Source: an optimization exercise on an open RTL-to-GDS flow (aim: small area). Production flows keep margins and buffers that such runs may drop. In this exercise RTL edits were held to simulation tests only and were not proved equivalent to the original. Power and IR drop assume default switching activity.

`flow/design.v`:
```
module bcd7(d, h);
    input [3:0] d;
    output reg [6:0] h;
    always @(*) begin
        case (d)
            4'd0: h = 7'b1000000;
            4'd1: h = 7'b1111001;
            4'd2: h = 7'b0100100;
            4'd3: h = 7'b0110000;
            4'd4: h = 7'b0011001;
            4'd5: h = 7'b0010010;
            4'd6: h = 7'b0000010;
            4'd7: h = 7'b1111000;
            4'd8: h = 7'b0000000;
            4'd9: h = 7'b0011000;
            4'd15: h = 7'b0011000;
            default: h = 7'b0000000;
        endcase
    end
endmodule
module code7(c, h);
    input [4:0] c;
    output reg [6:0] h;
    always @(*) begin
        case (c)
            5'd0: h = 7'b1000000;
            5'd1: h = 7'b1111001;
            5'd2: h = 7'b0100100;
            5'd3: h = 7'b0110000;
            5'd4: h = 7'b0011001;
            5'd5: h = 7'b0010010;
            5'd6: h = 7'b0000010;
            5'd7: h = 7'b1111000;
            5'd8: h = 7'b0000000;
            5'd9: h = 7'b0011000;
            5'd10: h = 7'b0001000;
            5'd11: h = 7'b0000011;
            5'd12: h = 7'b1000110;
            5'd13: h = 7'b0100001;
            5'd14: h = 7'b0000110;
            5'd15: h = 7'b0001110;
            5'd16: h = 7'b0001100;
            5'd17: h = 7'b0001001;
            5'd18: h = 7'b1100011;
            5'd19: h = 7'b1000111;
            5'd20: h = 7'b0101011;
            5'd21: h = 7'b1111111;
            5'd22: h = 7'b0001111;
            5'd23: h = 7'b0010011;
            5'd24: h = 7'b0000000;
            5'd25: h = 7'b0000000;
            5'd26: h = 7'b0000000;
            5'd27: h = 7'b0000010;
            5'd28: h = 7'b0000000;
            5'd29: h = 7'b0000000;
            5'd30: h = 7'b0000000;
            5'd31: h = 7'b0110000;
        endcase
    end
endmodule
module top_module(SW, HEX0, HEX1, HEX2, HEX3, HEX4, HEX5, KEY, MAX10_CLK1_50, reset, SumTotal, ps, Finalmult);
    input [9:0] SW;
    output [6:0] HEX0, HEX1, HEX2, HEX3, HEX4, HEX5;
    input [1:0] KEY;
    input MAX10_CLK1_50;
    input reset;
    output [7:0] Finalmult;
    output [3:0] SumTotal, ps;
    reg [2:0] psopSeln;
    reg operationSel;
    reg key0q, key1q;
    assign ps = {operationSel, psopSeln};
    wire key0f = key0q & ~KEY[0];
    wire key1f = key1q & ~KEY[1];
    always @(posedge MAX10_CLK1_50) begin
        if (reset) begin
            key0q <= 1'b1;
            key1q <= 1'b1;
            psopSeln <= 3'b000;
            operationSel <= 1'b0;
        end else begin
            key0q <= KEY[0];
            key1q <= KEY[1];
            if (key0f) psopSeln <= (psopSeln >= 3'd6) ? 3'd0 : psopSeln + 3'd1;
            if (key1f) operationSel <= ~operationSel;
        end
    end
    wire [3:0] X = SW[3:0];
    wire [3:0] Y = SW[7:4];
    wire sel = operationSel;
    wire [2:0] op = psopSeln;
    wire act = sel & ~op[2];
    wire dig = sel & ~(op[2] & (op[1] | op[0]));
    wire m_s = act & ~op[1];
    wire m_p = act & op[1];
    wire [4:0] s = X + Y + (SW[8] & op[0]);
    wire [4:0] sg = m_s ? s : 5'd0;
    wire [3:0] Yg = m_p ? Y : 4'd0;
    wire [7:0] P = X * Yg;
    assign SumTotal = sg[3:0];
    assign Finalmult = P;
    wire [7:0] R = P | {3'b000, sg};
    wire [3:0] Rl = R % 10;
    wire [4:0] Rh = R / 10;
    wire Xh = X[3] & (X[2] | X[1]);
    wire [3:0] Xl = Xh ? X - 4'd10 : X;
    wire Yh = Y[3] & (Y[2] | Y[1]);
    wire [3:0] Yl = Yh ? Y - 4'd10 : Y;
    reg [3:0] F0, F1, F2, F3;
    always @(*) begin
        case (X)
            4'd1: begin F0 = 1; F1 = 0; F2 = 0; F3 = 0; end
            4'd2: begin F0 = 2; F1 = 0; F2 = 0; F3 = 0; end
            4'd3: begin F0 = 6; F1 = 0; F2 = 0; F3 = 0; end
            4'd4: begin F0 = 4; F1 = 2; F2 = 0; F3 = 0; end
            4'd5: begin F0 = 0; F1 = 2; F2 = 1; F3 = 0; end
            4'd6: begin F0 = 0; F1 = 2; F2 = 7; F3 = 0; end
            4'd7: begin F0 = 0; F1 = 4; F2 = 0; F3 = 0; end
            4'd8: begin F0 = 0; F1 = 2; F2 = 3; F3 = 4; end
            4'd9: begin F0 = 0; F1 = 8; F2 = 8; F3 = 8; end
            default: begin F0 = 0; F1 = 0; F2 = 0; F3 = 0; end
        endcase
    end
    reg [6:0] L0, L1, L2, L3;
    always @(*) begin
        L0 = 7'h7f; L1 = 7'h7f; L2 = 7'h7f; L3 = 7'h7f;
        case (op)
            3'd0: begin L0 = 7'b0000011; L1 = 7'b1100011; L2 = 7'b0010010; end  
            3'd1: begin L0 = 7'b0100001; L1 = 7'b0100001; L2 = 7'b0001000; end  
            3'd2: begin L0 = 7'b1100011; L1 = 7'b1111001; L2 = 7'b0100001; end  
            3'd3: begin L0 = 7'b1000111; L1 = 7'b1100011; L2 = 7'b0101011; L3 = 7'b0101011; end  
            3'd4: begin L0 = 7'b1000110; L1 = 7'b0001000; L2 = 7'b0001110; end  
            default: ;
        endcase
    end
    wire [3:0] d0 = op[2] ? F0 : (op[0] ? Rl : Xl);
    wire [3:0] d2 = op[2] ? F2 : Yl;
    wire [3:0] d3 = op[2] ? F3 : {3'b000, Yh};
    wire [3:0] d4 = op[0] ? Xl : Rl;
    wire [3:0] d1 = op[2] ? F1 : {3'b000, Xh};
    wire [6:0] s0, s1, s2, s3, s4, sRh;
    bcd7 b0 (.d(d0), .h(s0));
    bcd7 b1 (.d(d1), .h(s1));
    bcd7 b2 (.d(d2), .h(s2));
    bcd7 b3 (.d(d3), .h(s3));
    bcd7 b4 (.d(d4), .h(s4));
    code7 cR (.c(Rh), .h(sRh));
    wire [6:0] sXh = {1'b1, Xh, Xh, Xh, 2'b00, Xh};
    assign HEX0 = dig ? s0 : L0;
    assign HEX1 = (act & op[0]) ? sRh : dig ? s1 : L1;
    assign HEX2 = dig ? s2 : L2;
    assign HEX3 = dig ? s3 : L3;
    assign HEX4 = act ? s4 : 7'h7f;
    assign HEX5 = act ? (op[0] ? sXh : sRh) : 7'h7f;
endmodule
```
`flow/flow/run.sh`:
```
#!/bin/bash
# Own layout flow: the standard ORFS flow, except that
#  - the ports are buffered with the smallest buffer cell (buf_1).
set -euo pipefail
W=$(pwd)
export FLOW_ABC_DIR="$W/flow/abc"
sed -e "/synth_preamble.tcl/a source $W/flow/best_abc.tcl" \
    -e 's/^\(\s*\)log_cmd abc {\*}\$abc_args/\1best_abc $abc_args/' \
    "$FLOW_HOME/scripts/synth.tcl" > "$W/flow_synth.tcl"
grep -q "best_abc \$abc_args" "$W/flow_synth.tcl"
sed -e "s|\$::env(SCRIPTS_DIR)/synth.tcl|$W/flow_synth.tcl|" synth_recipe.tcl > "$W/flow_synth_recipe.tcl"
bash standard.sh SYNTH_SCRIPT="$W/flow_synth_recipe.tcl" ADDER_MAP_FILE= \
    BUFFER_PORTS_ARGS="-buffer_cell sky130_fd_sc_hd__buf_1" "${@:-finish}" > "$W/flow_make.log" 2>&1
```
`flow/flow/abc/ds1.abc`:
```
strash
&get -n
&deepsyn -S 1 -T 10
&put
dch -f
amap
```
`flow/flow/best_abc.tcl`:
```
# Runs ABC once per script in flow/abc/ (the same area script with different random seeds and
# mappers) on the same design and keeps the mapping with the smallest cell area.
proc best_abc { abc_args } {
  set scripts [lsort [glob $::env(FLOW_ABC_DIR)/*.abc]]
  set stat_args {}
  foreach lib $::env(LIB_FILES) { lappend stat_args -liberty $lib }
  design -save my_before_abc
  set best_area 1e30
  foreach script $scripts {
    design -load my_before_abc
    abc {*}[lreplace $abc_args 1 1 $script]
    opt_clean -purge
    set out [tee -q -s result.string stat {*}$stat_args]
    if { [regexp {Chip area for module[^:]*:\s*([0-9.]+)} $out -> area] } {
      puts "best_abc: [file tail $script] gives cell area $area"
      if { $area < $best_area } {
        set best_area $area
        design -save my_best_abc
      }
    }
  }
  design -load my_best_abc
  puts "best_abc: kept cell area $best_area"
}
```
`flow/standard.sh`:
```
#!/bin/bash
# synth_recipe.tcl (not shown) runs the flow's synth.tcl, then flattens the netlist and writes it again
# the make line also repeats each setting of config.mk as NAME=value (left out here)
make -C /OpenROAD-flow-scripts/flow DESIGN_CONFIG=/design/flow/config.mk WORK_HOME=/design/flow/orfs CLKGATE_MAP_FILE= SYNTH_SCRIPT=/design/flow/synth_recipe.tcl "${@:-finish}"
```
`flow/config.mk`:
```
export PLATFORM = sky130hd
export DESIGN_NAME = top_module
export DESIGN_NICKNAME = top_module
export VERILOG_FILES = /design/flow/design.v
export SDC_FILE = /design/flow/constraint.sdc
export NUM_CORES = 4
export LEC_CHECK = 0
export ABC_AREA = 1
export CAP_MARGIN = 20
export CORE_MARGIN = 2
export CORE_UTILIZATION = 40
export CTS_BUF_LIST = sky130_fd_sc_hd__clkbuf_1
export CTS_CLUSTER_DIAMETER = 500
export CTS_CLUSTER_SIZE = 50
export SLEW_MARGIN = 20
```
`flow/constraint.sdc`:
```
create_clock -name core_clock -period 20.0 [get_ports {MAX10_CLK1_50}]
set_input_delay 4.0000 -clock core_clock [delete_from_list [all_inputs] [get_ports {MAX10_CLK1_50}]]
set_output_delay 4.0000 -clock core_clock [all_outputs]
set_load 0.01 [all_outputs]
```
==> results of run 1 <==
synthesized netlist by cell type (all sizes together):
library cell,instances
a21oi,18
o21ai,39
nand2b,1
a31o,1
a221oi,1
nor4,2
and3,1
nor3b,1
xnor2,1
o221a,1
o311ai,1
a211oi,6
dfxtp,6
or3,1
a41oi,1
clkinv,49
a221o,1
o32ai,1
o221ai,2
o31a,2
o21a,11
o21bai,1
nor2,104
or2,7
and2,2
o22ai,12
a22oi,5
nor2b,2
buf,2
o22a,4
a31oi,9
o31ai,3
o41ai,1
o211ai,2
nand3,9
nor3,14
nand2,33
o2111ai,1
report_power, final:
group | switching, mW | internal, mW
Combinational | 0.0515 | 0.0245
Sequential | 0.00145 | 0.0127
Clock | 0.00413 | 0.00246
sequential cells by signal (all words and copies together), names as in the netlist:
signal / count
key1q: 1
operationSel: 1
key0q: 1
psopSeln: 3
final timing paths:
path / start / cells past startpoint / end
max reg2reg: psopSeln[2] / 5 / psopSeln[0]
min: psopSeln[1] / 2 / psopSeln[1]
max: SW[0] / 37 / HEX0[5]
min reg2reg: psopSeln[1] / 2 / psopSeln[1]
cells by family after synthesis:
group           Yosys count  synth area share
simple gates            177             0.400
compound gates          123             0.424
buf+inv                  51             0.106
flops                     6            0.0653
xor+xnor                  1           0.00476
stage by stage:
stage	power (mW)	cell area (sq um)	std cells
final	0.0967	2170	481
after global placement	0.0885	2160	478
after floorplan	0.0671	1840	358
after global routing	0.106	2170	481
after detailed placement	0.0887	2160	478
after CTS	0.0960	2170	481
layer usage:
metal,track usage,vias to the layer above,share of wire
li1,-,1423,-
met1,0.361,1204,0.48
met2,0.395,116,0.44
met3,0.0281,8,0.066
met4,0.0440,0,0.013
met5,0,-,0
placed cells by master (no fill, tap or decap), drive strengths merged, types with 3 or more instances in the layout:
master | netlist | final
nand3 | 9 | 9
clkbuf | 0 | 3
o21ai | 39 | 39
o31ai | 3 | 3
a211oi | 6 | 6
nor2 | 104 | 104
o22a | 4 | 4
o21a | 11 | 11
a21oi | 18 | 18
a22oi | 5 | 5
nand2 | 33 | 33
nor3 | 14 | 14
or2 | 7 | 7
buf | 2 | 70
clkinv | 49 | 49
o22ai | 12 | 12
a31oi | 9 | 9
dfxtp | 6 | 6
layout make-up:
cell class,instances,share of cell area
clock buffer,3,0.00519
tap,52,0.0300
timing repair buffer,70,0.121
multi-input combinational,301,0.703
sequential,6,0.0554
inverter,49,0.0848
worst register-to-register path, delay by kind of cell (launching register included):
family / cells / cell delay, ps
buf+inv: 1 / 360
flops: 1 / 660
simple gates: 4 / 620
==> parameters.txt, run 1 <==
Parameter                              Value

Clock tree
  Clk latency of the worst-skew pair    260 ps
  # H-tree levels    1
  Total setup buffers inserted after CTS    0
  Num CTS Buffers    3
  Clock transition time at the flip-flop clock pins of the worst setup and hold paths    approximately 110 ps
  Clock tree from TritonCTS    yes
  Post-CTS Hold Fix Bufs    0
  Total of cells resized after clock tree synthesis    0
  Clock tree buffer depth    2
  # clock sinks    6
  Clock tree root driver cell    clkbuf_1

Power
  Leakage power of the design    between 0.7 and 0.8 nW
  Maximum ir drop on the vdd rail    30.9 uV
  Pwr dens    44.6 nW/um^2

Critical path
  Worst path top cell family by delay    compound AO/OA/AOI/OAI gates
  Arrival time of data at the critical path endpoint    11870 ps
  Largest stage delay, worst path    680 ps
  Crit path buffers/inverters    6
  Top fanout value on the critical path    9
  Slowest cell on the critical path    o21ai_0
  Register-to-register path setup slack    between 15000 and 20000 ps
  Required time reported for the critical path endpoint    16000 ps
  Worst Setup Start Kind    input pin
  Type of the worst setup path    in2out
  Endpoint class of the critical path    output port
  Most used cell along the critical path    nor2_1

Timing
  Aggregate negative setup slack    0 ps
  Final Setup Violations    0
  Pin slew with the least headroom to its limit    approximately 790 ps
  Max Freq    between 0.06 and 0.07 GHz
  Worst slack on hold paths    595 ps
  Minimum period implied by the final worst setup slack    ~16000 ps
  Post-layout worst setup margin    just over 4000 ps
  Fraction of the cycle the final worst path needs    0.793
  Worst clock skew    between 3 and 4 ps
  Final Max Tran Viols    0
  Number of hold violations in the final report    0
  Relative slew slack    0.471
  RSZ-0062 raised after global routing    no

Logic synthesis
  Synthesis warning total    3
  Post-synth net total    about 370
  Synth top area cells    nor2_1 21%, o21ai_0 11%, clkinv_1 10%
  Avg Inst Size Synth    5.14 sq um
  Unique masters post-synth    39
  Post-synthesis instance total    between 300 and 400
  Count of state elements after synthesis    6
  Cell accounting for the most synthesized area    nor2_1
  Post-synthesis cell area    approximately 1800 sq um
  Synth top area share    0.212
  Sequential fraction of the synthesis area    0.0653

Detailed routing
  First-pass iteration count of the detailed router    5
  Remaining antenna violation count after routing    0
  Number of violations reported at the end of detailed-routing iteration 0    approximately 180
  Routed wire length    about 6500 um
  Routed len/inst    about 13 um
  Mean number of vias per cell    5.72
  Total via count after detailed routing    2751
  Remaining DRCs    0

Place
  Post-placement worst setup slack    about 4400 ps
  Detailed placer's ending HPWL    about 5300 um
  Final weighted congestion of routability-driven global placement    between 0.9 and 1
  Count of input and output buffers    70

Floorplanning
  Number of ports placed on the die boundary    ~70
  Row Count    24
  Vert. Die Dim    around 72 um
  Initial core utilization    0.420
  Core area    around 4400 sq um
  Width of the die    slightly above 70 um
  Floorplan die area    5160 sq um

Layout
  Layout area overhead    17.8%
  Final nets    around 450
  Number of antenna repair diodes    0
  Multi-input combinational cell area    between 1500 and 2000 sq um
  Final core utilization    0.495
  Fill count    ~520
  Fraction of layout instances using a drive strength above 1    0
  Footprint of the flip-flops and latches    approximately 120 sq um

Global route
  Global-route wire length before repair    around 11000 um
  GR Util All Layers    0.247
  Number of antenna violations at the first check in global routing    0
  Total congestion overflow after global routing    0
  Vias in the first global route    about 2300
  Pin count of the biggest net entering global routing    15

Flow run
  Max-cap violations    0

Run status
  Result of the run  no timing/DRC/antenna violations

Worst hold path
  Class of the worst hold path    reg2reg
==> inputs of run 2 (changes only) <==
==> flow/flow/abc/ds1.abc (replaced) <==
strash
&get -n
&deepsyn -S 1 -T 40
&put
dch -f
amap
==> flow/flow/abc/ds2.abc (new file) <==
strash
&get -n
&deepsyn -S 2 -T 40
&put
dch -f
amap
==> flow/flow/abc/ds3.abc (new file) <==
strash
&get -n
&deepsyn -S 3 -T 40
&put
dch -f
amap
==> flow/flow/abc/ds4.abc (new file) <==
strash
&get -n
&deepsyn -S 4 -T 40
&put
dch -f
amap
==> flow/flow/abc/ds5.abc (new file) <==
strash
&get -n
&deepsyn -S 5 -T 40
&put
dch -f
amap
==> flow/flow/abc/ds6.abc (new file) <==
strash
&get -n
&deepsyn -S 6 -T 40
&put
dch -f
amap
==> flow/flow/abc/ds7_mfs.abc (new file) <==
strash
&get -n
&deepsyn -S 7 -T 40
&put
dch -f
amap
mfs2 -a
strash
dch -f
amap
==> flow/flow/abc/ds8_mfs.abc (new file) <==
strash
&get -n
&deepsyn -S 8 -T 40
&put
dch -f
amap
mfs2 -a
strash
dch -f
amap
--- a/flow/config.mk
+++ b/flow/config.mk
@@ -9,7 +9,5 @@
 export CAP_MARGIN = 20
 export CORE_MARGIN = 2
 export CORE_UTILIZATION = 40
-export CTS_BUF_LIST = sky130_fd_sc_hd__clkbuf_1
-export CTS_CLUSTER_DIAMETER = 500
-export CTS_CLUSTER_SIZE = 50
+export CTS_BUF_LIST = sky130_fd_sc_hd__clkbuf_2
 export SLEW_MARGIN = 20
==> parameters.txt, run 2 <==
Parameter                              Value

Floorplanning
  Width of the die    71.1 um
  Core area    4350 sq um
  Vert. Die Dim    roughly 70 um
  Initial core utilization    0.414
  Floorplan die area    between 5000 and 6000 sq um
  Number of ports placed on the die boundary    between 70 and 80
  Row Count    24

Timing
  Fraction of the cycle the final worst path needs    0.724
  Post-layout worst setup margin    5520 ps
  Final Setup Violations    0
  Pin slew with the least headroom to its limit    roughly 550 ps
  Worst clock skew    roughly 9.7 ps
  Max Freq    0.0690 GHz
  Worst slack on hold paths    about 510 ps
  Final Max Tran Viols    0
  Minimum period implied by the final worst setup slack    ~14000 ps
  RSZ-0062 raised after global routing    no
  Number of hold violations in the final report    0
  Aggregate negative setup slack    0 ps
  Relative slew slack    0.630

Clock tree
  Total of cells resized after clock tree synthesis    0
  Clock tree buffer depth    2
  Num CTS Buffers    3
  Clk latency of the worst-skew pair    approximately 220 ps
  Post-CTS Hold Fix Bufs    0
  Clock tree from TritonCTS    yes
  Total setup buffers inserted after CTS    0
  Clock transition time at the flip-flop clock pins of the worst setup and hold paths    about 70 ps
  # clock sinks    6
  Clock tree root driver cell    clkbuf_2
  # H-tree levels    1

Global route
  Pin count of the biggest net entering global routing    17
  Number of antenna violations at the first check in global routing    0
  Vias in the first global route    around 2500
  Total congestion overflow after global routing    0
  GR Util All Layers    0.266
  Global-route wire length before repair    around 11000 um

Logic synthesis
  Avg Inst Size Synth    5.04 sq um
  Share of synthesized flip-flops with an asynchronous set or reset    0
  Post-synth net total    around 370
  Synthesis warning total    3
  Synth top area cells    nor2_1 23%, o21ai_0 13%, clkinv_1 9.8%
  Multiplexer share of the synthesized area    0
  Compound-gate portion of the synthesized area    0.436
  Adder-cell area share of the yosys netlist    0
  Area fraction in and, or, nand and nor cells after synthesis    0.393
  Library cell with the highest instance count after synthesis    nor2_1
  Predominant post-synthesis flop cell    dfxtp_1
  Post-synthesis instance total    ~360
  Cell accounting for the most synthesized area    nor2_1
  Count of state elements after synthesis    6
  Sequential fraction of the synthesis area    0.0667
  Leading cell types by count after synthesis    111 x nor2_1, 47 x clkinv_1, 47 x o21ai_0
  Synth top area share    0.231
  Combinational family with the most area after synthesis    compound AO/OA/AOI/OAI gates
  Post-Synth XOR/XNOR Area    0
  Unique masters post-synth    34
  Post-synthesis cell area    ~1800 sq um
  Number of enable-type register cells in the synthesized netlist    0

Critical path
  Most used cell along the critical path    nor2_1
  Arrival time of data at the critical path endpoint    10480 ps
  Required time reported for the critical path endpoint    16000 ps
  Slowest cell on the critical path    nor2_1
  Top fanout value on the critical path    11
  Start of the worst register-to-register path    psopSeln[0]
  Launch point of the critical path    SW[2]
  Largest stage delay, worst path    380 ps
  Worst Setup Start Kind    input pin
  Endpoint class of the critical path    output port
  Type of the worst setup path    in2out

Place
  Cell count after placement    between 400 and 500
  Post-placement worst setup slack    roughly 5600 ps
  Count of input and output buffers    70
  Final weighted congestion of routability-driven global placement    approximately 0.93
  Detailed placer's ending HPWL    approximately 5300 um

Flow run
  Max-cap violations    0

Layout
  Final nets    around 440
  Flip-flop count of the largest register, all copies and words added    3
  Post-route insts no fill    between 400 and 500
  Fraction of layout instances using a drive strength above 1    0.00701
  Layout area overhead    18.4%
  Number of antenna repair diodes    0
  Most common cell after layout, fill and taps aside    nor2_1
  Most used cells in the layout excluding fill and tap cells    111 x nor2_1, 70 x buf_1, 47 x clkinv_1, 47 x o21ai_0, 31 x nand2_1
  Biggest register    psopSeln

Detailed routing
  Remaining DRCs    0
  Total via count after detailed routing    roughly 2700
  Number of violations reported at the end of detailed-routing iteration 0    211
  Routed wire length    roughly 6500 um
  Mean number of vias per cell    5.70
  First-pass iteration count of the detailed router    5
  Remaining antenna violation count after routing    0
  Routed len/inst    around 14 um

Power
  Maximum ir drop on the vdd rail    ~31 uV
  Leakage power of the design    a little over 0.7 nW
  Pwr dens    between 40 and 50 nW/um^2
  Total power    about 90 uW

Run status
  Result of the run  no timing/DRC/antenna violations

Worst hold path
  Worst Min Path Start    key0q
  Class of the worst hold path    reg2reg
-- run 2: cell families after synthesis --
group | count (synthesis)
simple gates | 173
flops | 6
buf+inv | 49
compound gates | 129
-- run 2: critical path, delay by kind of cell --
family,cells,cell delay (ps)
buffers and inverters,5,850
and+or+nand+nor,17,3090
AOI/OAI and AO/OA,16,2540
-- run 2: layout make-up --
class / instances / area [sq um]
clock buffers: 3 / 15.0
fillers: 489 / 2220
inverters: 47 / 176
multi-input cells: 302 / 1490
flip-flops and latches: 6 / 120
well taps: 52 / 65.1
repair buffers: 70 / 263
-- run 2: stage by stage --
step           area (sq um)  utilization
5_1_grt                2130        0.490
3_5_place_dp           2120        0.486
4_1_cts                2130        0.490
6_report               2130        0.490
3_3_place_gp           2120        0.486
2_1_floorplan          1800            -
-- run 2: where the power goes --
group / total (mW) / switching, mW / leakage (nW) / internal [mW]
clock: 0.00840 / 0.00433 / 0.0125 / 0.00407
combinational: 0.0694 / 0.0472 / 0.643 / 0.0223
sequential: 0.0144 / 0.00175 / 0.0496 / 0.0127
-- run 2: worst paths after layout --
kind	depth (start not counted)	end	slack [ps]
worst max-delay path	38	HEX4[6]	5520
worst min-delay path	2	psopSeln[0]	510
worst max register to register	4	psopSeln[2]	18020
worst min register to register	2	psopSeln[0]	510
-- run 2: layer usage --
layer | wire (um) | vias up | global-route usage
met1 | 2900 | 1193 | 0.364
met3 | 567 | 8 | 0.0328
met2 | 3000 | 139 | 0.440
met5 | 0 | - | 0
met4 | 80 | 0 | 0.0755
li1 | - | 1394 | -
==> inputs of run 3 (changes only) <==
--- a/flow/design.v
+++ b/flow/design.v
@@ -99,55 +99,80 @@
     wire [7:0] P = X * Yg;
     assign SumTotal = sg[3:0];
     assign Finalmult = P;
-    wire [7:0] R = P | {3'b000, sg};
+    reg [7:0] Rc;
+    always @(*) begin
+        Rc = 8'd0;
+        if (!sel) begin
+            case (op)
+                3'd0: Rc = 8'd180;  
+                3'd1: Rc = 8'd130;  
+                3'd2: Rc = 8'd10;   
+                3'd3: Rc = 8'd180;  
+                3'd4: Rc = 8'd100;  
+                default: Rc = 8'd210;
+            endcase
+        end else if (op[2]) begin
+            case (op[1:0])
+                2'd0: begin
+                    case (X)
+                        4'd1: Rc = 8'd1;
+                        4'd2: Rc = 8'd2;
+                        4'd3: Rc = 8'd6;
+                        4'd4: Rc = 8'd24;
+                        4'd5: Rc = 8'd20;
+                        4'd6: Rc = 8'd20;
+                        4'd7: Rc = 8'd40;
+                        4'd8: Rc = 8'd20;
+                        4'd9: Rc = 8'd80;
+                        default: Rc = 8'd0;
+                    endcase
+                end
+                default: Rc = 8'd210;
+            endcase
+        end
+    end
+    wire [7:0] R = P | {3'b000, sg} | Rc;
     wire [3:0] Rl = R % 10;
     wire [4:0] Rh = R / 10;
     wire Xh = X[3] & (X[2] | X[1]);
     wire [3:0] Xl = Xh ? X - 4'd10 : X;
     wire Yh = Y[3] & (Y[2] | Y[1]);
     wire [3:0] Yl = Yh ? Y - 4'd10 : Y;
-    reg [3:0] F0, F1, F2, F3;
+    reg [3:0] F2, F3;
     always @(*) begin
         case (X)
-            4'd1: begin F0 = 1; F1 = 0; F2 = 0; F3 = 0; end
-            4'd2: begin F0 = 2; F1 = 0; F2 = 0; F3 = 0; end
-            4'd3: begin F0 = 6; F1 = 0; F2 = 0; F3 = 0; end
-            4'd4: begin F0 = 4; F1 = 2; F2 = 0; F3 = 0; end
-            4'd5: begin F0 = 0; F1 = 2; F2 = 1; F3 = 0; end
-            4'd6: begin F0 = 0; F1 = 2; F2 = 7; F3 = 0; end
-            4'd7: begin F0 = 0; F1 = 4; F2 = 0; F3 = 0; end
-            4'd8: begin F0 = 0; F1 = 2; F2 = 3; F3 = 4; end
-            4'd9: begin F0 = 0; F1 = 8; F2 = 8; F3 = 8; end
-            default: begin F0 = 0; F1 = 0; F2 = 0; F3 = 0; end
+            4'd5: begin F2 = 1; F3 = 0; end
+            4'd6: begin F2 = 7; F3 = 0; end
+            4'd8: begin F2 = 3; F3 = 4; end
+            4'd9: begin F2 = 8; F3 = 8; end
+            default: begin F2 = 0; F3 = 0; end
         endcase
     end
-    reg [6:0] L0, L1, L2, L3;
+    reg [6:0] L0, L2, L3;
     always @(*) begin
-        L0 = 7'h7f; L1 = 7'h7f; L2 = 7'h7f; L3 = 7'h7f;
+        L0 = 7'h7f; L2 = 7'h7f; L3 = 7'h7f;
         case (op)
-            3'd0: begin L0 = 7'b0000011; L1 = 7'b1100011; L2 = 7'b0010010; end  
-            3'd1: begin L0 = 7'b0100001; L1 = 7'b0100001; L2 = 7'b0001000; end  
-            3'd2: begin L0 = 7'b1100011; L1 = 7'b1111001; L2 = 7'b0100001; end  
-            3'd3: begin L0 = 7'b1000111; L1 = 7'b1100011; L2 = 7'b0101011; L3 = 7'b0101011; end  
-            3'd4: begin L0 = 7'b1000110; L1 = 7'b0001000; L2 = 7'b0001110; end  
+            3'd0: begin L0 = 7'b0000011; L2 = 7'b0010010; end  
+            3'd1: begin L0 = 7'b0100001; L2 = 7'b0001000; end  
+            3'd2: begin L0 = 7'b1100011; L2 = 7'b0100001; end  
+            3'd3: begin L0 = 7'b1000111; L2 = 7'b0101011; L3 = 7'b0101011; end  
+            3'd4: begin L0 = 7'b1000110; L2 = 7'b0001110; end  
             default: ;
         endcase
     end
-    wire [3:0] d0 = op[2] ? F0 : (op[0] ? Rl : Xl);
+    wire [3:0] d0 = (op[0] | op[2]) ? Rl : Xl;
     wire [3:0] d2 = op[2] ? F2 : Yl;
     wire [3:0] d3 = op[2] ? F3 : {3'b000, Yh};
     wire [3:0] d4 = op[0] ? Xl : Rl;
-    wire [3:0] d1 = op[2] ? F1 : {3'b000, Xh};
-    wire [6:0] s0, s1, s2, s3, s4, sRh;
+    wire [6:0] s0, s2, s3, s4, sRh;    
     bcd7 b0 (.d(d0), .h(s0));
-    bcd7 b1 (.d(d1), .h(s1));
     bcd7 b2 (.d(d2), .h(s2));
     bcd7 b3 (.d(d3), .h(s3));
     bcd7 b4 (.d(d4), .h(s4));
     code7 cR (.c(Rh), .h(sRh));
     wire [6:0] sXh = {1'b1, Xh, Xh, Xh, 2'b00, Xh};
     assign HEX0 = dig ? s0 : L0;
-    assign HEX1 = (act & op[0]) ? sRh : dig ? s1 : L1;
+    assign HEX1 = (~sel | op[0] | op[2]) ? sRh : sXh;
     assign HEX2 = dig ? s2 : L2;
     assign HEX3 = dig ? s3 : L3;
     assign HEX4 = act ? s4 : 7'h7f;
==> flow/flow/abc/ds01.abc (new file) <==
strash
&get -n
&deepsyn -S 1 -T 50
&put
dch -f
amap
==> flow/flow/abc/ds02.abc (new file) <==
strash
&get -n
&deepsyn -S 2 -T 50
&put
dch -f
amap
==> flow/flow/abc/ds03.abc (new file) <==
strash
&get -n
&deepsyn -S 3 -T 50
&put
dch -f
amap
==> flow/flow/abc/ds04.abc (new file) <==
strash
&get -n
&deepsyn -S 4 -T 50
&put
dch -f
amap
==> flow/flow/abc/ds05.abc (new file) <==
strash
&get -n
&deepsyn -S 5 -T 50
&put
dch -f
amap
==> flow/flow/abc/ds06.abc (new file) <==
strash
&get -n
&deepsyn -S 6 -T 50
&put
dch -f
amap
==> flow/flow/abc/ds07.abc (new file) <==
strash
&get -n
&deepsyn -S 7 -T 50
&put
dch -f
amap
==> flow/flow/abc/ds08.abc (new file) <==
strash
&get -n
&deepsyn -S 8 -T 50
&put
dch -f
amap
==> flow/flow/abc/ds09.abc (new file) <==
strash
&get -n
&deepsyn -S 9 -T 50
&put
dch -f
amap
==> flow/flow/abc/ds10.abc (new file) <==
strash
&get -n
&deepsyn -S 10 -T 50
&put
dch -f
amap
removed: flow/flow/abc/ds1.abc
removed: flow/flow/abc/ds2.abc
removed: flow/flow/abc/ds3.abc
removed: flow/flow/abc/ds4.abc
removed: flow/flow/abc/ds5.abc
removed: flow/flow/abc/ds6.abc
removed: flow/flow/abc/ds7_mfs.abc
removed: flow/flow/abc/ds8_mfs.abc
==> parameters.txt, run 3 <==
Parameter                              Value

Global route
  Pin count of the biggest net entering global routing    15
  Number of antenna violations at the first check in global routing    0
  GR Util All Layers    0.267
  Vias in the first global route    between 2000 and 2500
  Total congestion overflow after global routing    0
  Global-route wire length before repair    roughly 11000 um

Layout
  Layout area overhead    18.3%
  Biggest register    psopSeln
  Flip-flop count of the largest register, all copies and words added    3
  Most common cell after layout, fill and taps aside    nor2_1
  Fraction of layout instances using a drive strength above 1    0.00725
  Most used cells in the layout excluding fill and tap cells    77 x nor2_1, 70 x buf_1, 50 x clkinv_1
  Number of antenna repair diodes    0
  Final nets    430

Logic synthesis
  Share of synthesized flip-flops with an asynchronous set or reset    0
  Synth top area cells    nor2_1 16%, o21ai_0 13%, clkinv_1 10%
  Library cell with the highest instance count after synthesis    nor2_1
  Number of enable-type register cells in the synthesized netlist    0
  Unique masters post-synth    35
  Post-synth net total    approximately 360
  Leading cell types by count after synthesis    77 x nor2_1, 50 x clkinv_1, 46 x o21ai_0
  Post-synthesis cell area    around 1800 sq um
  Avg Inst Size Synth    5.29 sq um
  Count of state elements after synthesis    6
  Post-synthesis instance total    343
  Synth top area share    0.159
  Sequential fraction of the synthesis area    0.0662
  Predominant post-synthesis flop cell    dfxtp_1
  Cell accounting for the most synthesized area    nor2_1
  Synthesis warning total    3

Critical path
  Endpoint class of the critical path    output port
  Top fanout value on the critical path    10
  Arrival time of data at the critical path endpoint    approximately 13000 ps
  Slowest cell on the critical path    a211oi_1
  Largest stage delay, worst path    590 ps
  Worst path top cell family by delay    compound AO/OA/AOI/OAI gates
  Worst Setup Start Kind    input pin
  Type of the worst setup path    in2out
  Required time reported for the critical path endpoint    16000 ps
  Crit path buffers/inverters    9

Clock tree
  Clock tree buffer depth    2
  Post-CTS Hold Fix Bufs    0
  Num CTS Buffers    3
  # clock sinks    6
  # H-tree levels    1
  Total of cells resized after clock tree synthesis    0
  Total setup buffers inserted after CTS    0
  Clk latency of the worst-skew pair    about 230 ps
  Clock transition time at the flip-flop clock pins of the worst setup and hold paths    80 ps
  Clock tree from TritonCTS    yes
  Clock tree root driver cell    clkbuf_2

Place
  Detailed placer's ending HPWL    between 5000 and 6000 um
  Final weighted congestion of routability-driven global placement    0.937
  Count of input and output buffers    70

Floorplanning
  Width of the die    between 70 and 80 um
  Floorplan die area    between 5000 and 6000 sq um
  Core area    around 4400 sq um
  Row Count    24
  Vert. Die Dim    71.3 um
  Initial core utilization    0.417
  Number of ports placed on the die boundary    between 70 and 80

Timing
  Pin slew with the least headroom to its limit    900 ps
  Aggregate negative setup slack    0 ps
  Worst clock skew    between 10 and 15 ps
  Minimum period implied by the final worst setup slack    between 15000 and 20000 ps
  Final Setup Violations    0
  Fraction of the cycle the final worst path needs    0.866
  Final Max Tran Viols    0
  Relative slew slack    0.384
  Number of hold violations in the final report    0
  RSZ-0062 raised after global routing    no
  Max Freq    0.0577 GHz

Detailed routing
  Remaining antenna violation count after routing    0
  First-pass iteration count of the detailed router    4
  Routed len/inst    between 10 and 15 um
  Total via count after detailed routing    roughly 2800
  Number of violations reported at the end of detailed-routing iteration 0    270
  Routed wire length    about 6800 um
  Remaining DRCs    0
  Mean number of vias per cell    a little over 6

Power
  Total power    roughly 140 uW
  Leakage power of the design    roughly 0.68 nW
  Pwr dens    approximately 67 nW/um^2
  Maximum ir drop on the vdd rail    approximately 32 uV

Flow run
  Max-cap violations    0

Worst hold path
  Class of the worst hold path    reg2reg

Run status
  Result of the run  no timing/DRC/antenna violations
## run 3: cell types whose count changed after synthesis, sizes merged, moves of 3 or more
cell    before  now
o21bai       3    0
nor2       111   77
nand3        4    7
nand2       31   27
clkinv      47   50
a31oi        4   11
## run 3: layer usage
layer  wire length, um  vias to the layer above  GRT usage
li1                  -                     1381          -
met1              2980                     1257      0.383
met2              3020                      163      0.421
met3               691                       10     0.0352
met4                65                        0     0.0713
met5                 0                        -          0
## run 3: final timing paths
kind | start | slack (ps) | depth (start not counted) | to
worst max-delay path | SW[1] | 2680 | 42 | HEX4[5]
worst min-delay path | key1q | 590 | 2 | operationSel
worst max register to register | psopSeln[0] | 17820 | 5 | psopSeln[0]
worst min register to register | key1q | 590 | 2 | operationSel
## run 3: cell families after synthesis
group	synth area share
AND/OR/NAND/NOR	0.339
flip-flops	0.0662
buffers and inverters	0.110
AO/OA/AOI/OAI	0.485
## run 3: per-stage QoR
stage / hold slack (ps) / worst slack, ps / instance area [sq um] / cells / util
3_5_place_dp: 586 / 2890 / 2130 / 463 / 0.489
4_1_cts: 598 / 2840 / 2150 / 466 / 0.493
3_3_place_gp: 563 / 2940 / 2130 / 463 / 0.489
5_1_grt: 637 / 1340 / 2150 / 466 / 0.493
6_report: 589 / 2680 / 2150 / 466 / 0.493
2_1_floorplan: 552 / 4970 / 1810 / 343 / -
## run 3: final cells by class
| cell class | instances | area, sq um |
|---|---|---|
| sequential | 6 | 120 |
| timing repair buffer | 70 | 263 |
| fill | 509 | 2210 |
| multi-input combinational | 285 | 1500 |
| tap | 52 | 65.1 |
| clock buffer | 3 | 15.0 |
| inverter | 50 | 188 |
## run 3: power breakdown
part           internal [mW]  switching [mW]  total, mW
registers             0.0126         0.00172     0.0144
logic                 0.0398          0.0816      0.121
clock network        0.00408         0.00482    0.00890
## run 3: worst register-to-register path, cell delays in order, from the launching register on
cell	delay, ps
dfxtp_1	470
nor2_1	720
clkinv_1	460
a21oi_1	260
o21ai_0	100
nor2_1	100
==> inputs of run 4 (changes only) <==
--- a/flow/design.v
+++ b/flow/design.v
@@ -104,12 +104,12 @@
         Rc = 8'd0;
         if (!sel) begin
             case (op)
-                3'd0: Rc = 8'd180;  
-                3'd1: Rc = 8'd130;  
+                3'd0: Rc = 8'd186;  
+                3'd1: Rc = 8'd138;  
                 3'd2: Rc = 8'd10;   
                 3'd3: Rc = 8'd180;  
                 3'd4: Rc = 8'd100;  
-                default: Rc = 8'd210;
+                default: Rc = 8'd211;  
             endcase
         end else if (op[2]) begin
             case (op[1:0])
@@ -127,7 +127,7 @@
                         default: Rc = 8'd0;
                     endcase
                 end
-                default: Rc = 8'd210;
+                default: Rc = 8'd211;  
             endcase
         end
     end
@@ -148,19 +148,19 @@
             default: begin F2 = 0; F3 = 0; end
         endcase
     end
-    reg [6:0] L0, L2, L3;
+    reg [6:0] L2, L3;
     always @(*) begin
-        L0 = 7'h7f; L2 = 7'h7f; L3 = 7'h7f;
+        L2 = 7'h7f; L3 = 7'h7f;
         case (op)
-            3'd0: begin L0 = 7'b0000011; L2 = 7'b0010010; end  
-            3'd1: begin L0 = 7'b0100001; L2 = 7'b0001000; end  
-            3'd2: begin L0 = 7'b1100011; L2 = 7'b0100001; end  
-            3'd3: begin L0 = 7'b1000111; L2 = 7'b0101011; L3 = 7'b0101011; end  
-            3'd4: begin L0 = 7'b1000110; L2 = 7'b0001110; end  
+            3'd0: L2 = 7'b0010010;  
+            3'd1: L2 = 7'b0001000;  
+            3'd2: L2 = 7'b0100001;  
+            3'd3: begin L2 = 7'b0101011; L3 = 7'b0101011; end  
+            3'd4: L2 = 7'b0001110;  
             default: ;
         endcase
     end
-    wire [3:0] d0 = (op[0] | op[2]) ? Rl : Xl;
+    wire [3:0] d0 = (op[0] | op[2] | ~sel) ? Rl : Xl;
     wire [3:0] d2 = op[2] ? F2 : Yl;
     wire [3:0] d3 = op[2] ? F3 : {3'b000, Yh};
     wire [3:0] d4 = op[0] ? Xl : Rl;
@@ -171,7 +171,15 @@
     bcd7 b4 (.d(d4), .h(s4));
     code7 cR (.c(Rh), .h(sRh));
     wire [6:0] sXh = {1'b1, Xh, Xh, Xh, 2'b00, Xh};
-    assign HEX0 = dig ? s0 : L0;
+    wire hi = op[2] & (op[1] | op[0]);
+    wire sl = ~sel;
+    wire [6:0] k0 = {1'b0,
+                     sl & (op == 3'd1 || op == 3'd2),
+                     1'b0, 1'b0,
+                     (sl & (op == 3'd3 || op == 3'd4)) | hi,
+                     (sl & (op == 3'd2 || op == 3'd3 || op == 3'd4)) | hi,
+                     sl & ~op[2]};
+    assign HEX0 = s0 | k0;
     assign HEX1 = (~sel | op[0] | op[2]) ? sRh : sXh;
     assign HEX2 = dig ? s2 : L2;
     assign HEX3 = dig ? s3 : L3;
==> parameters.txt, run 4 <==
Parameter                              Value

Timing
  Aggregate negative setup slack    0 ps
  Relative slew slack    0.393
  Fraction of the cycle the final worst path needs    0.784
  RSZ-0062 raised after global routing    no
  Pin slew with the least headroom to its limit    between 900 and 1000 ps
  Max Freq    ~0.064 GHz
  Final Setup Violations    0
  Minimum period implied by the final worst setup slack    ~16000 ps
  Worst clock skew    about 0.49 ps
  Number of hold violations in the final report    0
  Final Max Tran Viols    0

Critical path
  Start of the worst register-to-register path    psopSeln[0]
  Worst Setup Start Kind    input pin
  Register-to-register path setup slack    between 15000 and 20000 ps
  Arrival time of data at the critical path endpoint    approximately 12000 ps
  Worst path top cell family by delay    compound AO/OA/AOI/OAI gates
  End of the worst register-to-register path    psopSeln[2]
  Number of cells on the worst reg-to-reg path    4
  Type of the worst setup path    in2out
  Slowest cell on the critical path    o21ai_0
  Top fanout value on the critical path    9
  Required time reported for the critical path endpoint    approximately 16000 ps
  Endpoint class of the critical path    output port
  Largest stage delay, worst path    around 660 ps
  Most used cell along the critical path    nor2_1
  Crit path buffers/inverters    8

Clock tree
  Clock transition time at the flip-flop clock pins of the worst setup and hold paths    roughly 60 ps
  Clock tree from TritonCTS    yes
  Clk latency of the worst-skew pair    210 ps
  Total setup buffers inserted after CTS    0
  Total of cells resized after clock tree synthesis    0
  Clock tree root driver cell    clkbuf_2
  Clock tree buffer depth    2
  # clock sinks    6
  # H-tree levels    1
  Num CTS Buffers    3
  Post-CTS Hold Fix Bufs    0

Worst hold path
  Worst Min Path Start    psopSeln[1]
  Class of the worst hold path    reg2reg
  Hold Path Cell Cnt    2
  Hold endpoint    psopSeln[1]

Logic synthesis
  Share of synthesized flip-flops with an asynchronous set or reset    0
  Predominant post-synthesis flop cell    dfxtp_1
  Synth top area share    0.226
  Avg Inst Size Synth    approximately 5 sq um
  Leading cell types by count after synthesis    108 x nor2_1, 49 x clkinv_1, 35 x o21ai_0
  Synthesis warning total    3
  Post-synthesis instance total    348
  Unique masters post-synth    36
  Synth top area cells    nor2_1 23%, clkinv_1 10%, o21ai_0 9.8%
  Cell accounting for the most synthesized area    nor2_1
  Post-synth net total    362
  Number of enable-type register cells in the synthesized netlist    0
  Sequential fraction of the synthesis area    0.0671
  Post-synthesis cell area    1790 sq um
  Count of state elements after synthesis    6
  Library cell with the highest instance count after synthesis    nor2_1

Layout
  Fraction of layout instances using a drive strength above 1    0.00952
  Layout area overhead    18.9%
  Fill count    about 510
  Flip-flop count of the largest register, all copies and words added    3
  Most used cells in the layout excluding fill and tap cells    108 x nor2_1, 70 x buf_1, 49 x clkinv_1
  Final nets    ~440
  Number of antenna repair diodes    0
  Footprint of the flip-flops and latches    between 100 and 150 sq um
  Design Area, Final    roughly 2100 sq um
  Multi-input combinational cell area    between 1000 and 1500 sq um
  Most common cell after layout, fill and taps aside    nor2_1
  Biggest register    psopSeln

Global route
  Global-route wire length before repair    around 11000 um
  Total congestion overflow after global routing    0
  Pin count of the biggest net entering global routing    18
  Number of antenna violations at the first check in global routing    0
  GR Util All Layers    0.250
  Vias in the first global route    2376

Flow run
  Max-cap violations    0

Detailed routing
  Remaining DRCs    0
  Number of violations reported at the end of detailed-routing iteration 0    approximately 170
  Mean number of vias per cell    approximately 5.7
  Total via count after detailed routing    2691
  Routed wire length    approximately 6400 um
  First-pass iteration count of the detailed router    4
  Remaining antenna violation count after routing    0
  Routed len/inst    approximately 14 um

Place
  Final weighted congestion of routability-driven global placement    between 0.9 and 1
  Count of input and output buffers    70
  Detailed placer's ending HPWL    around 5200 um
  Placed cell areas    between 2000 and 2500 sq um

Floorplanning
  Core area    around 4300 sq um
  Vert. Die Dim    between 70 and 80 um
  Initial core utilization    0.414
  Width of the die    70.9 um
  Floorplan die area    around 5000 sq um
  Number of ports placed on the die boundary    slightly above 70
  Row Count    24

Power
  Maximum ir drop on the vdd rail    around 45 uV
  Leakage power of the design    0.721 nW
  Pwr dens    just under 70 nW/um^2

Run status
  Result of the run  no timing/DRC/antenna violations
[run 4: changes by cell type after synthesis, sizes merged, moves of 3 or more]
cell	delta
or2	+3
nand3	-3
nor2	+31
nand2	-5
o21ai	-11
nor2b	-4
a31oi	-6
a21boi	+4
or3	+3
o21a	-9
o22ai	+9
[run 4: through the flow]
stage / total power, mW / utilization / instances / hold slack, ps / setup slack, ps
floorplan: 0.101 / - / 348 / 536 / 6140
global placement: 0.133 / 0.489 / 469 / 529 / 4570
detailed placement: 0.135 / 0.489 / 469 / 522 / 4480
CTS: 0.143 / 0.492 / 472 / 534 / 4460
global route: 0.161 / 0.492 / 472 / 555 / 3180
finish: 0.144 / 0.492 / 472 / 537 / 4310
[run 4: how the worst max path moves through the flow]
stage	start	endpoint	slack, ps	cells after the start
2_1_floorplan	SW[2]	HEX0[1]	6140	35
3_5_place_dp	SW[2]	HEX0[1]	4480	37
6_report	SW[2]	HEX0[1]	4310	37
5_1_grt	SW[2]	HEX0[1]	3180	37
4_1_cts	SW[1]	HEX0[1]	4460	37
3_3_place_gp	SW[1]	HEX0[1]	4570	37
[run 4: cell type report]
cell class,count,share of cell area
well taps,52,0.0306
clock buffers,3,0.00705
flip-flops and latches,6,0.0564
inverters,49,0.0864
repair buffers,71,0.127
multi-input cells,291,0.693
[run 4: logic make-up after synthesis]
logic type             after synthesis  share of synthesized area
AO/OA/AOI/OAI                      125                      0.435
flip-flops                           6                     0.0671
buffers and inverters               51                      0.109
XOR/XNOR                             1                    0.00489
AND/OR/NAND/NOR                    165                      0.384
[run 4: routing by layer]
metal  up-vias  GRT usage  routed length (um)
li1       1386          -                   -
met5         -          0                   0
met3         2    0.00855                 393
met4         0     0.0335                  12
met1      1201      0.360                2920
met2       102      0.425                3080
[run 4: worst min-delay path: stages, from the launching register on]
cell and delay (ps):
dfxtp_1 340, nor2_1 110, nor3_1 50
[run 4: power by group]
part	internal [mW]	switching (mW)	leakage [nW]
clock network	0.00407	0.00401	0.0125
registers	0.0127	0.00155	0.0496
logic	0.0397	0.0818	0.659
==> inputs of run 5 (changes only) <==
==> flow/flow/run.sh (replaced) <==
#!/bin/bash
# Own layout flow: the standard ORFS flow (standard.sh), except that
#  - synthesis maps with ABC area-only scripts (flow/abc/*.abc: the same script with different
#    random seeds) instead of the area script with buffering and up-sizing, and skips Yosys's
#    full/half-adder extraction; everything else in synthesis is the standard script. The
#    scripts are split over 4 synthesis runs in parallel, each keeping its smallest mapping
#    (flow/best_abc.tcl), and the layout continues from the smallest of the 4;
#  - the ports are buffered with the smallest buffer cell (buf_1).
# Logs: flow_synth_N.log (each synthesis run's make output), flow_make.log (the rest), and
# ORFS's own logs under orfs/logs.
set -euo pipefail
W=$(pwd)
sed -e "/synth_preamble.tcl/a source $W/flow/best_abc.tcl" \
    -e 's/^\(\s*\)log_cmd abc {\*}\$abc_args/\1best_abc $abc_args/' \
    "$FLOW_HOME/scripts/synth.tcl" > "$W/flow_synth.tcl"
grep -q "best_abc \$abc_args" "$W/flow_synth.tcl"
sed -e "s|\$::env(SCRIPTS_DIR)/synth.tcl|$W/flow_synth.tcl|" synth_recipe.tcl > "$W/flow_synth_recipe.tcl"
SYN=(SYNTH_SCRIPT="$W/flow_synth_recipe.tcl" ADDER_MAP_FILE=)

N=4
mapfile -t SCRIPTS < <(ls "$W"/flow/abc/*.abc | sort)
for g in $(seq 1 $N); do
  mkdir -p "$W/abc_$g"
  for i in "${!SCRIPTS[@]}"; do
    if (( i % N == g - 1 )); then cp "${SCRIPTS[$i]}" "$W/abc_$g/"; fi
  done
done
pids=()
for g in $(seq 1 $N); do
  FLOW_ABC_DIR="$W/abc_$g" bash standard.sh "${SYN[@]}" WORK_HOME="$W/orfs_$g" synth \
    > "$W/flow_synth_$g.log" 2>&1 &
  pids+=($!)
done
for p in "${pids[@]}"; do wait "$p"; done

best=""; best_area=""
for g in $(seq 1 $N); do
  a=$(sed -n "s/.*Chip area for module '\\\\top_module': \([0-9.]*\).*/\1/p" \
      "$W/orfs_$g/reports/sky130hd/top_module/base/synth_stat.txt" | head -1)
  echo "synthesis run $g: cell area $a" >> "$W/flow_synth_choice.log"
  if [[ -n "$a" ]] && { [[ -z "$best" ]] || awk "BEGIN{exit !($a < $best_area)}"; }; then
    best=$g; best_area=$a
  fi
done
echo "kept synthesis run $best ($best_area)" >> "$W/flow_synth_choice.log"
rm -rf "$W/orfs"
mv "$W/orfs_$best" "$W/orfs"
for g in $(seq 1 $N); do [[ "$g" == "$best" ]] || rm -rf "$W/orfs_$g"; done

FLOW_ABC_DIR="$W/abc_$best" bash standard.sh "${SYN[@]}" \
    BUFFER_PORTS_ARGS="-buffer_cell sky130_fd_sc_hd__buf_1" finish > "$W/flow_make.log" 2>&1
==> flow/flow/abc/ds01.abc (replaced) <==
strash
&get -n
&deepsyn -S 1 -T 40
&put
dch -f
amap
==> flow/flow/abc/ds02.abc (replaced) <==
strash
&get -n
&deepsyn -S 2 -T 40
&put
dch -f
amap
==> flow/flow/abc/ds03.abc (replaced) <==
strash
&get -n
&deepsyn -S 3 -T 40
&put
dch -f
amap
==> flow/flow/abc/ds04.abc (replaced) <==
strash
&get -n
&deepsyn -S 4 -T 40
&put
dch -f
amap
==> flow/flow/abc/ds05.abc (replaced) <==
strash
&get -n
&deepsyn -S 5 -T 40
&put
dch -f
amap
==> flow/flow/abc/ds06.abc (replaced) <==
strash
&get -n
&deepsyn -S 6 -T 40
&put
dch -f
amap
==> flow/flow/abc/ds07.abc (replaced) <==
strash
&get -n
&deepsyn -S 7 -T 40
&put
dch -f
amap
==> flow/flow/abc/ds08.abc (replaced) <==
strash
&get -n
&deepsyn -S 8 -T 40
&put
dch -f
amap
==> flow/flow/abc/ds09.abc (replaced) <==
strash
&get -n
&deepsyn -S 9 -T 40
&put
dch -f
amap
==> flow/flow/abc/ds10.abc (replaced) <==
strash
&get -n
&deepsyn -S 10 -T 40
&put
dch -f
amap
==> flow/flow/abc/ds11.abc (new file) <==
strash
&get -n
&deepsyn -S 11 -T 40
&put
dch -f
amap
==> flow/flow/abc/ds12.abc (new file) <==
strash
&get -n
&deepsyn -S 12 -T 40
&put
dch -f
amap
==> flow/flow/abc/ds13.abc (new file) <==
strash
&get -n
&deepsyn -S 13 -T 40
&put
dch -f
amap
==> flow/flow/abc/ds14.abc (new file) <==
strash
&get -n
&deepsyn -S 14 -T 40
&put
dch -f
amap
==> flow/flow/abc/ds15.abc (new file) <==
strash
&get -n
&deepsyn -S 15 -T 40
&put
dch -f
amap
==> flow/flow/abc/ds16.abc (new file) <==
strash
&get -n
&deepsyn -S 16 -T 40
&put
dch -f
amap
==> parameters.txt, run 5 <==
Parameter                              Value

Clock tree
  Clk latency of the worst-skew pair    around 210 ps
  # clock sinks    6
  Total setup buffers inserted after CTS    0
  # H-tree levels    1
  Clock tree from TritonCTS    yes
  Clock tree root driver cell    clkbuf_2
  Num CTS Buffers    3
  Clock tree buffer depth    2
  Clock transition time at the flip-flop clock pins of the worst setup and hold paths    around 60 ps
  Total of cells resized after clock tree synthesis    0
  Post-CTS Hold Fix Bufs    0

Logic synthesis
  Post-synthesis cell area    ~1800 sq um
  Synth top area cells    nor2_1 23%, clkinv_1 10%, o21ai_0 9.8%
  Share of synthesized flip-flops with an asynchronous set or reset    0
  Count of state elements after synthesis    6
  Synth top area share    0.226
  Avg Inst Size Synth    ~5 sq um
  Leading cell types by count after synthesis    108 x nor2_1, 49 x clkinv_1, 35 x o21ai_0
  Library cell with the highest instance count after synthesis    nor2_1
  Unique masters post-synth    36
  Predominant post-synthesis flop cell    dfxtp_1
  Synthesis warning total    3
  Cell accounting for the most synthesized area    nor2_1
  Post-synthesis instance total    348
  Sequential fraction of the synthesis area    0.0671
  Number of enable-type register cells in the synthesized netlist    0
  Post-synth net total    ~360

Layout
  Biggest register    psopSeln
  Fill count    a little over 500
  Post-route insts no fill    ~470
  Most used cells in the layout excluding fill and tap cells    108 x nor2_1, 70 x buf_1, 49 x clkinv_1
  Layout area overhead    18.9%
  Final nets    436
  Number of antenna repair diodes    0
  Flip-flop count of the largest register, all copies and words added    3
  Final core utilization    0.492
  Most common cell after layout, fill and taps aside    nor2_1
  Fraction of layout instances using a drive strength above 1    0.00952
  Design Area, Final    2130 sq um

Worst hold path
  Class of the worst hold path    reg2reg
  Worst Min Path Start    psopSeln[1]

Critical path
  Endpoint class of the critical path    output port
  Type of the worst setup path    in2out
  Top fanout value on the critical path    9
  Arrival time of data at the critical path endpoint    between 10000 and 15000 ps
  Largest stage delay, worst path    around 660 ps
  Most used cell along the critical path    nor2_1
  Required time reported for the critical path endpoint    approximately 16000 ps
  Worst Setup Start Kind    input pin
  Launch point of the critical path    SW[2]
  Slowest cell on the critical path    o21ai_0
  Start of the worst register-to-register path    psopSeln[0]

Place
  Placed cell areas    2110 sq um
  Post-placement worst setup slack    between 4000 and 5000 ps
  Detailed placer's ending HPWL    roughly 5200 um
  Count of input and output buffers    70
  Cell count after placement    469
  Final weighted congestion of routability-driven global placement    between 0.9 and 1

Timing
  Aggregate negative setup slack    0 ps
  Max Freq    0.0638 GHz
  Minimum period implied by the final worst setup slack    15690 ps
  RSZ-0062 raised after global routing    no
  Post-layout worst setup margin    about 4300 ps
  Fraction of the cycle the final worst path needs    0.784
  Worst slack on hold paths    approximately 540 ps
  Final Max Tran Viols    0
  Number of hold violations in the final report    0
  Relative slew slack    0.393
  Pin slew with the least headroom to its limit    around 910 ps
  Worst clock skew    around 0.49 ps
  Final Setup Violations    0

Power
  Pwr dens    slightly below 70 nW/um^2
  Maximum ir drop on the vdd rail    between 40 and 50 uV
  Leakage power of the design    0.721 nW
  Total power    144 uW

Detailed routing
  Routed wire length    6400 um
  First-pass iteration count of the detailed router    4
  Routed len/inst    ~14 um
  Remaining DRCs    0
  Number of violations reported at the end of detailed-routing iteration 0    ~170
  Remaining antenna violation count after routing    0
  Mean number of vias per cell    between 5 and 6
  Total via count after detailed routing    2691

Global route
  GR Util All Layers    0.250
  Number of antenna violations at the first check in global routing    0
  Total congestion overflow after global routing    0
  Pin count of the biggest net entering global routing    18
  Vias in the first global route    about 2400
  Global-route wire length before repair    around 11000 um

Floorplanning
  Row Count    24
  Initial core utilization    0.414
  Floorplan die area    just over 5000 sq um
  Width of the die    just over 70 um
  Number of ports placed on the die boundary    ~70
  Core area    4320 sq um
  Vert. Die Dim    around 71 um

Run status
  Result of the run  no timing/DRC/antenna violations

Flow run
  Max-cap violations    0
==> run 5: cell counts after synthesis <==
No cell type changed its count.
==> run 5: worst paths after layout <==
check | end | slack, ps | cells past startpoint
setup reg to reg | psopSeln[2] | 18460 | 4
setup / recovery | HEX0[1] | 4310 | 37
hold / removal | psopSeln[1] | 540 | 2
hold reg to reg | psopSeln[1] | 540 | 2
==> run 5: kinds of logic (layout without fill, tap and decap cells) <==
kind of cell,after synthesis,after routing,synth area share
buffers and inverters,51,123,0.109
AO/OA/AOI/OAI,125,125,0.435
AND/OR/NAND/NOR,165,165,0.384
flip-flops,6,6,0.0671
XOR/XNOR,1,1,0.00489
==> run 5: metal layers <==
layer  wire length, um  vias to the layer above  GRT usage
met5                 0                        -          0
met4                12                        0     0.0335
met3               393                        2    0.00855
met2              3080                      102      0.425
met1              2920                     1201      0.360
li1                  -                     1386          -
==> run 5: cell type report <==
class                      instances  area (sq um)  share of cell area
timing repair buffer              71           270               0.127
multi-input combinational        291          1480               0.693
inverter                          49           184              0.0864
sequential                         6           120              0.0564
tap                               52          65.1              0.0306
clock buffer                       3          15.0             0.00705
==> run 5: power by group <==
part,switching (mW),internal (mW)
clock network,0.00401,0.00407
logic,0.0818,0.0397
registers,0.00155,0.0127
total,0.0873,0.0564
==> run 5: worst max-delay path, delay by kind of cell <==
family          cells  cell delay, ps
simple gates       14            2140
compound gates     15            3930
buf+inv             8            1580
==> inputs of run 6 (changes only) <==
--- a/flow/flow/run.sh
+++ b/flow/flow/run.sh
@@ -1,7 +1,7 @@
 #!/bin/bash
 # Own layout flow: the standard ORFS flow (standard.sh), except that
-#  - synthesis maps with ABC area-only scripts (flow/abc/*.abc: the same script with different
-#    random seeds) instead of the area script with buffering and up-sizing, and skips Yosys's
+#  - synthesis maps with ABC area-only scripts (deepsyn then amap, with different random seeds
+#    and time limits, written below) instead of the area script with buffering and up-sizing, and skips Yosys's
 #    full/half-adder extraction; everything else in synthesis is the standard script. The
 #    scripts are split over 4 synthesis runs in parallel, each keeping its smallest mapping
 #    (flow/best_abc.tcl), and the layout continues from the smallest of the 4;
@@ -18,11 +18,16 @@
 SYN=(SYNTH_SCRIPT="$W/flow_synth_recipe.tcl" ADDER_MAP_FILE=)
 
 N=4
-mapfile -t SCRIPTS < <(ls "$W"/flow/abc/*.abc | sort)
-for g in $(seq 1 $N); do
-  mkdir -p "$W/abc_$g"
-  for i in "${!SCRIPTS[@]}"; do
-    if (( i % N == g - 1 )); then cp "${SCRIPTS[$i]}" "$W/abc_$g/"; fi
+# ABC scripts: the area script below for each random seed (1-12) and deepsyn time limit (25,
+# 40 and 60 s), dealt round-robin to the N synthesis runs.
+for g in $(seq 1 $N); do mkdir -p "$W/abc_$g"; done
+i=0
+for T in 25 40 60; do
+  for S in $(seq 1 12); do
+    g=$(( i % N + 1 ))
+    printf 'strash\n&get -n\n&deepsyn -S %d -T %d\n&put\ndch -f\namap\n' "$S" "$T" \
+      > "$W/abc_$g/ds_T${T}_S$(printf %02d "$S").abc"
+    i=$(( i + 1 ))
   done
 done
 pids=()
removed: flow/flow/abc/ds01.abc
removed: flow/flow/abc/ds02.abc
removed: flow/flow/abc/ds03.abc
removed: flow/flow/abc/ds04.abc
removed: flow/flow/abc/ds05.abc
removed: flow/flow/abc/ds06.abc
removed: flow/flow/abc/ds07.abc
removed: flow/flow/abc/ds08.abc
removed: flow/flow/abc/ds09.abc
removed: flow/flow/abc/ds10.abc
removed: flow/flow/abc/ds11.abc
removed: flow/flow/abc/ds12.abc
removed: flow/flow/abc/ds13.abc
removed: flow/flow/abc/ds14.abc
removed: flow/flow/abc/ds15.abc
removed: flow/flow/abc/ds16.abc
==> parameters.txt, run 6 <==
Parameter                              Value

Timing
  Aggregate negative setup slack    0 ps
  Max Freq    around 0.064 GHz
  Final Max Tran Viols    0
  Number of hold violations in the final report    0
  Post-layout worst setup margin    approximately 4400 ps
  Relative slew slack    0.494
  Minimum period implied by the final worst setup slack    15640 ps
  Worst slack on hold paths    577 ps
  Fraction of the cycle the final worst path needs    0.782
  Worst clock skew    0.617 ps
  Final Setup Violations    0
  RSZ-0062 raised after global routing    no
  Pin slew with the least headroom to its limit    approximately 760 ps

Logic synthesis
  Number of enable-type register cells in the synthesized netlist    0
  Sequential fraction of the synthesis area    0.0685
  Count of state elements after synthesis    6
  Post-synthesis instance total    about 340
  Synth top area cells    nor2_1 16%, o21ai_0 15%, clkinv_1 10%
  Avg Inst Size Synth    about 5.2 sq um
  Synthesis warning total    3
  Synth top area share    0.160
  Unique masters post-synth    37
  Share of synthesized flip-flops with an asynchronous set or reset    0
  Library cell with the highest instance count after synthesis    nor2_1
  Post-synthesis cell area    around 1800 sq um
  Leading cell types by count after synthesis    75 x nor2_1, 51 x o21ai_0, 49 x clkinv_1
  Post-synth net total    351
  Predominant post-synthesis flop cell    dfxtp_1
  Cell accounting for the most synthesized area    nor2_1

Layout
  Biggest register    psopSeln
  Most common cell after layout, fill and taps aside    nor2_1
  Flip-flop count of the largest register, all copies and words added    3
  Number of antenna repair diodes    0
  Fraction of layout instances using a drive strength above 1    0.00978
  Final nets    between 400 and 500
  Fill count    between 400 and 500
  Layout area overhead    19.3%
  Most used cells in the layout excluding fill and tap cells    75 x nor2_1, 70 x buf_1, 51 x o21ai_0

Detailed routing
  Mean number of vias per cell    5.89
  Remaining antenna violation count after routing    0
  First-pass iteration count of the detailed router    5
  Remaining DRCs    0
  Routed wire length    about 6400 um
  Routed len/inst    13.9 um
  Total via count after detailed routing    about 2700
  Number of violations reported at the end of detailed-routing iteration 0    260

Critical path
  Arrival time of data at the critical path endpoint    between 10000 and 15000 ps
  Worst path top cell family by delay    compound AO/OA/AOI/OAI gates
  Slowest cell on the critical path    o21ai_0
  Type of the worst setup path    in2out
  Required time reported for the critical path endpoint    between 15000 and 20000 ps
  Worst Setup Start Kind    input pin
  Crit path buffers/inverters    7
  Largest stage delay, worst path    around 480 ps
  Most used cell along the critical path    nor2_1
  Top fanout value on the critical path    10
  Endpoint class of the critical path    output port

Clock tree
  # clock sinks    6
  Clock tree buffer depth    2
  Clock transition time at the flip-flop clock pins of the worst setup and hold paths    around 50 ps
  Total setup buffers inserted after CTS    0
  Clock tree from TritonCTS    yes
  # H-tree levels    1
  Post-CTS Hold Fix Bufs    0
  Clock tree root driver cell    clkbuf_2
  Total of cells resized after clock tree synthesis    0
  Clk latency of the worst-skew pair    approximately 210 ps
  Num CTS Buffers    3

Floorplanning
  Floorplan die area    approximately 4900 sq um
  Row Count    24
  Vert. Die Dim    ~70 um
  Core area    4290 sq um
  Width of the die    roughly 70 um
  Number of ports placed on the die boundary    72
  Initial core utilization    0.409

Global route
  Routing layer with the top usage in global route    met2
  Grt met2 use    0.414
  Global-route track usage on met1    0.335
  Vias in the first global route    approximately 2400
  GR Util All Layers    0.247
  Global-route wire length before repair    ~10000 um
  Pin count of the biggest net entering global routing    20
  Total congestion overflow after global routing    0
  Global routing usage on met3    0.0231
  Number of antenna violations at the first check in global routing    0

Place
  Final weighted congestion of routability-driven global placement    between 0.9 and 1
  Detailed placer's ending HPWL    around 5100 um
  Post-placement worst setup slack    4560 ps
  Count of input and output buffers    70

Power
  Leakage power of the design    0.696 nW
  Maximum ir drop on the vdd rail    ~35 uV
  Pwr dens    about 75 nW/um^2

Flow run
  Max-cap violations    0

Run status
  Result of the run  no timing/DRC/antenna violations

Worst hold path
  Class of the worst hold path    reg2reg
-- run 6: cell types whose count changed after synthesis, sizes merged, moves of 3 or more --
cell / change
a21boi: -4
o22ai: -7
nand2: +21
a211oi: -5
a22oi: +5
a21oi: -7
nor2b: +3
nor2: -33
o21ai: +16
-- run 6: final timing paths --
check                                 start  depth (start not counted)           to  slack (ps)
worst max-delay path                  SW[6]                         38      HEX0[0]        4360
worst min-delay path                  key0q                          3  psopSeln[0]         580
worst max register to register  psopSeln[0]                          4  psopSeln[1]       18110
worst min register to register        key0q                          3  psopSeln[0]         580
-- run 6: logic make-up after synthesis --
family | share of synthesized area
AO/OA/AOI/OAI | 0.458
buffers and inverters | 0.111
flip-flops | 0.0685
AND/OR/NAND/NOR | 0.362
-- run 6: metal layers --
layer	part of all wire	vias up	wire length, um
li1	-	1357	-
met1	0.46	1219	2910
met2	0.45	128	2870
met3	0.079	13	508
met4	0.016	0	102
met5	0	-	0
-- run 6: cell type report --
type	instances	area [sq um]	share of cell area
Clock buffer	3	15.0	0.00717
Inverter	49	184	0.0879
Multi-Input combinational cell	280	1440	0.687
Sequential cell	6	120	0.0574
Tap cell	52	65.1	0.0311
Timing Repair Buffer	71	270	0.129
-- run 6: stage by stage --
| stage | power, mW | cell area (sq um) | util | cells |
|---|---|---|---|---|
| 2_1_floorplan | 0.110 | 1750 | - | 337 |
| 3_3_place_gp | 0.146 | 2080 | 0.484 | 458 |
| 3_5_place_dp | 0.147 | 2080 | 0.484 | 458 |
| 4_1_cts | 0.156 | 2090 | 0.487 | 461 |
| 5_1_grt | 0.175 | 2090 | 0.487 | 461 |
| 6_report | 0.157 | 2090 | 0.487 | 461 |
-- run 6: report_power, final --
group          total (mW)  internal (mW)  switching (mW)
combinational       0.134         0.0434          0.0909
clock             0.00797        0.00406         0.00391
sequential         0.0147         0.0127         0.00193
total               0.157         0.0602          0.0967
-- run 6: worst reg2reg max path: stages, from the launching register on --
cell	delay, ps
dfxtp_1	510
nor2_1	510
nor2_1	250
or3_1	420
a21oi_1	130

-- what the ideal ports hide --
No port has a modelled driver above. Below, the same layouts with a new extraction and two added sets of constraints.
Step 1 assumes that a clkbuf_16 drives the clock port and a buf_2 every other input.
Step 2 also shifts input and output timing later by t, the mid clock arrival at the registers, as if the neighbouring blocks saw the same clock.
Slacks: ideal / step 1 / step 2; pairs: ideal / step 1.
run | t, ns | slack for setup (ns) | cell pins on the clock port's net
run 1 | 0.270 | 4.134 / 4.113 / 4.113 | 1
run 2 | 0.230 | 5.517 / 5.496 / 5.496 | 1
run 3 | 0.240 | 2.682 / 2.659 / 2.659 | 1
run 4 | 0.223 | 4.314 / 4.293 / 4.293 | 1
run 5 | 0.223 | 4.314 / 4.293 / 4.293 | 1
run 6 | 0.225 | 4.360 / 4.333 / 4.333 | 1
After both steps every run listed still meets setup and hold. The setup slack of run 6, which loses most, moves by -0.027 ns with the drivers and by -0.027 ns with both steps.
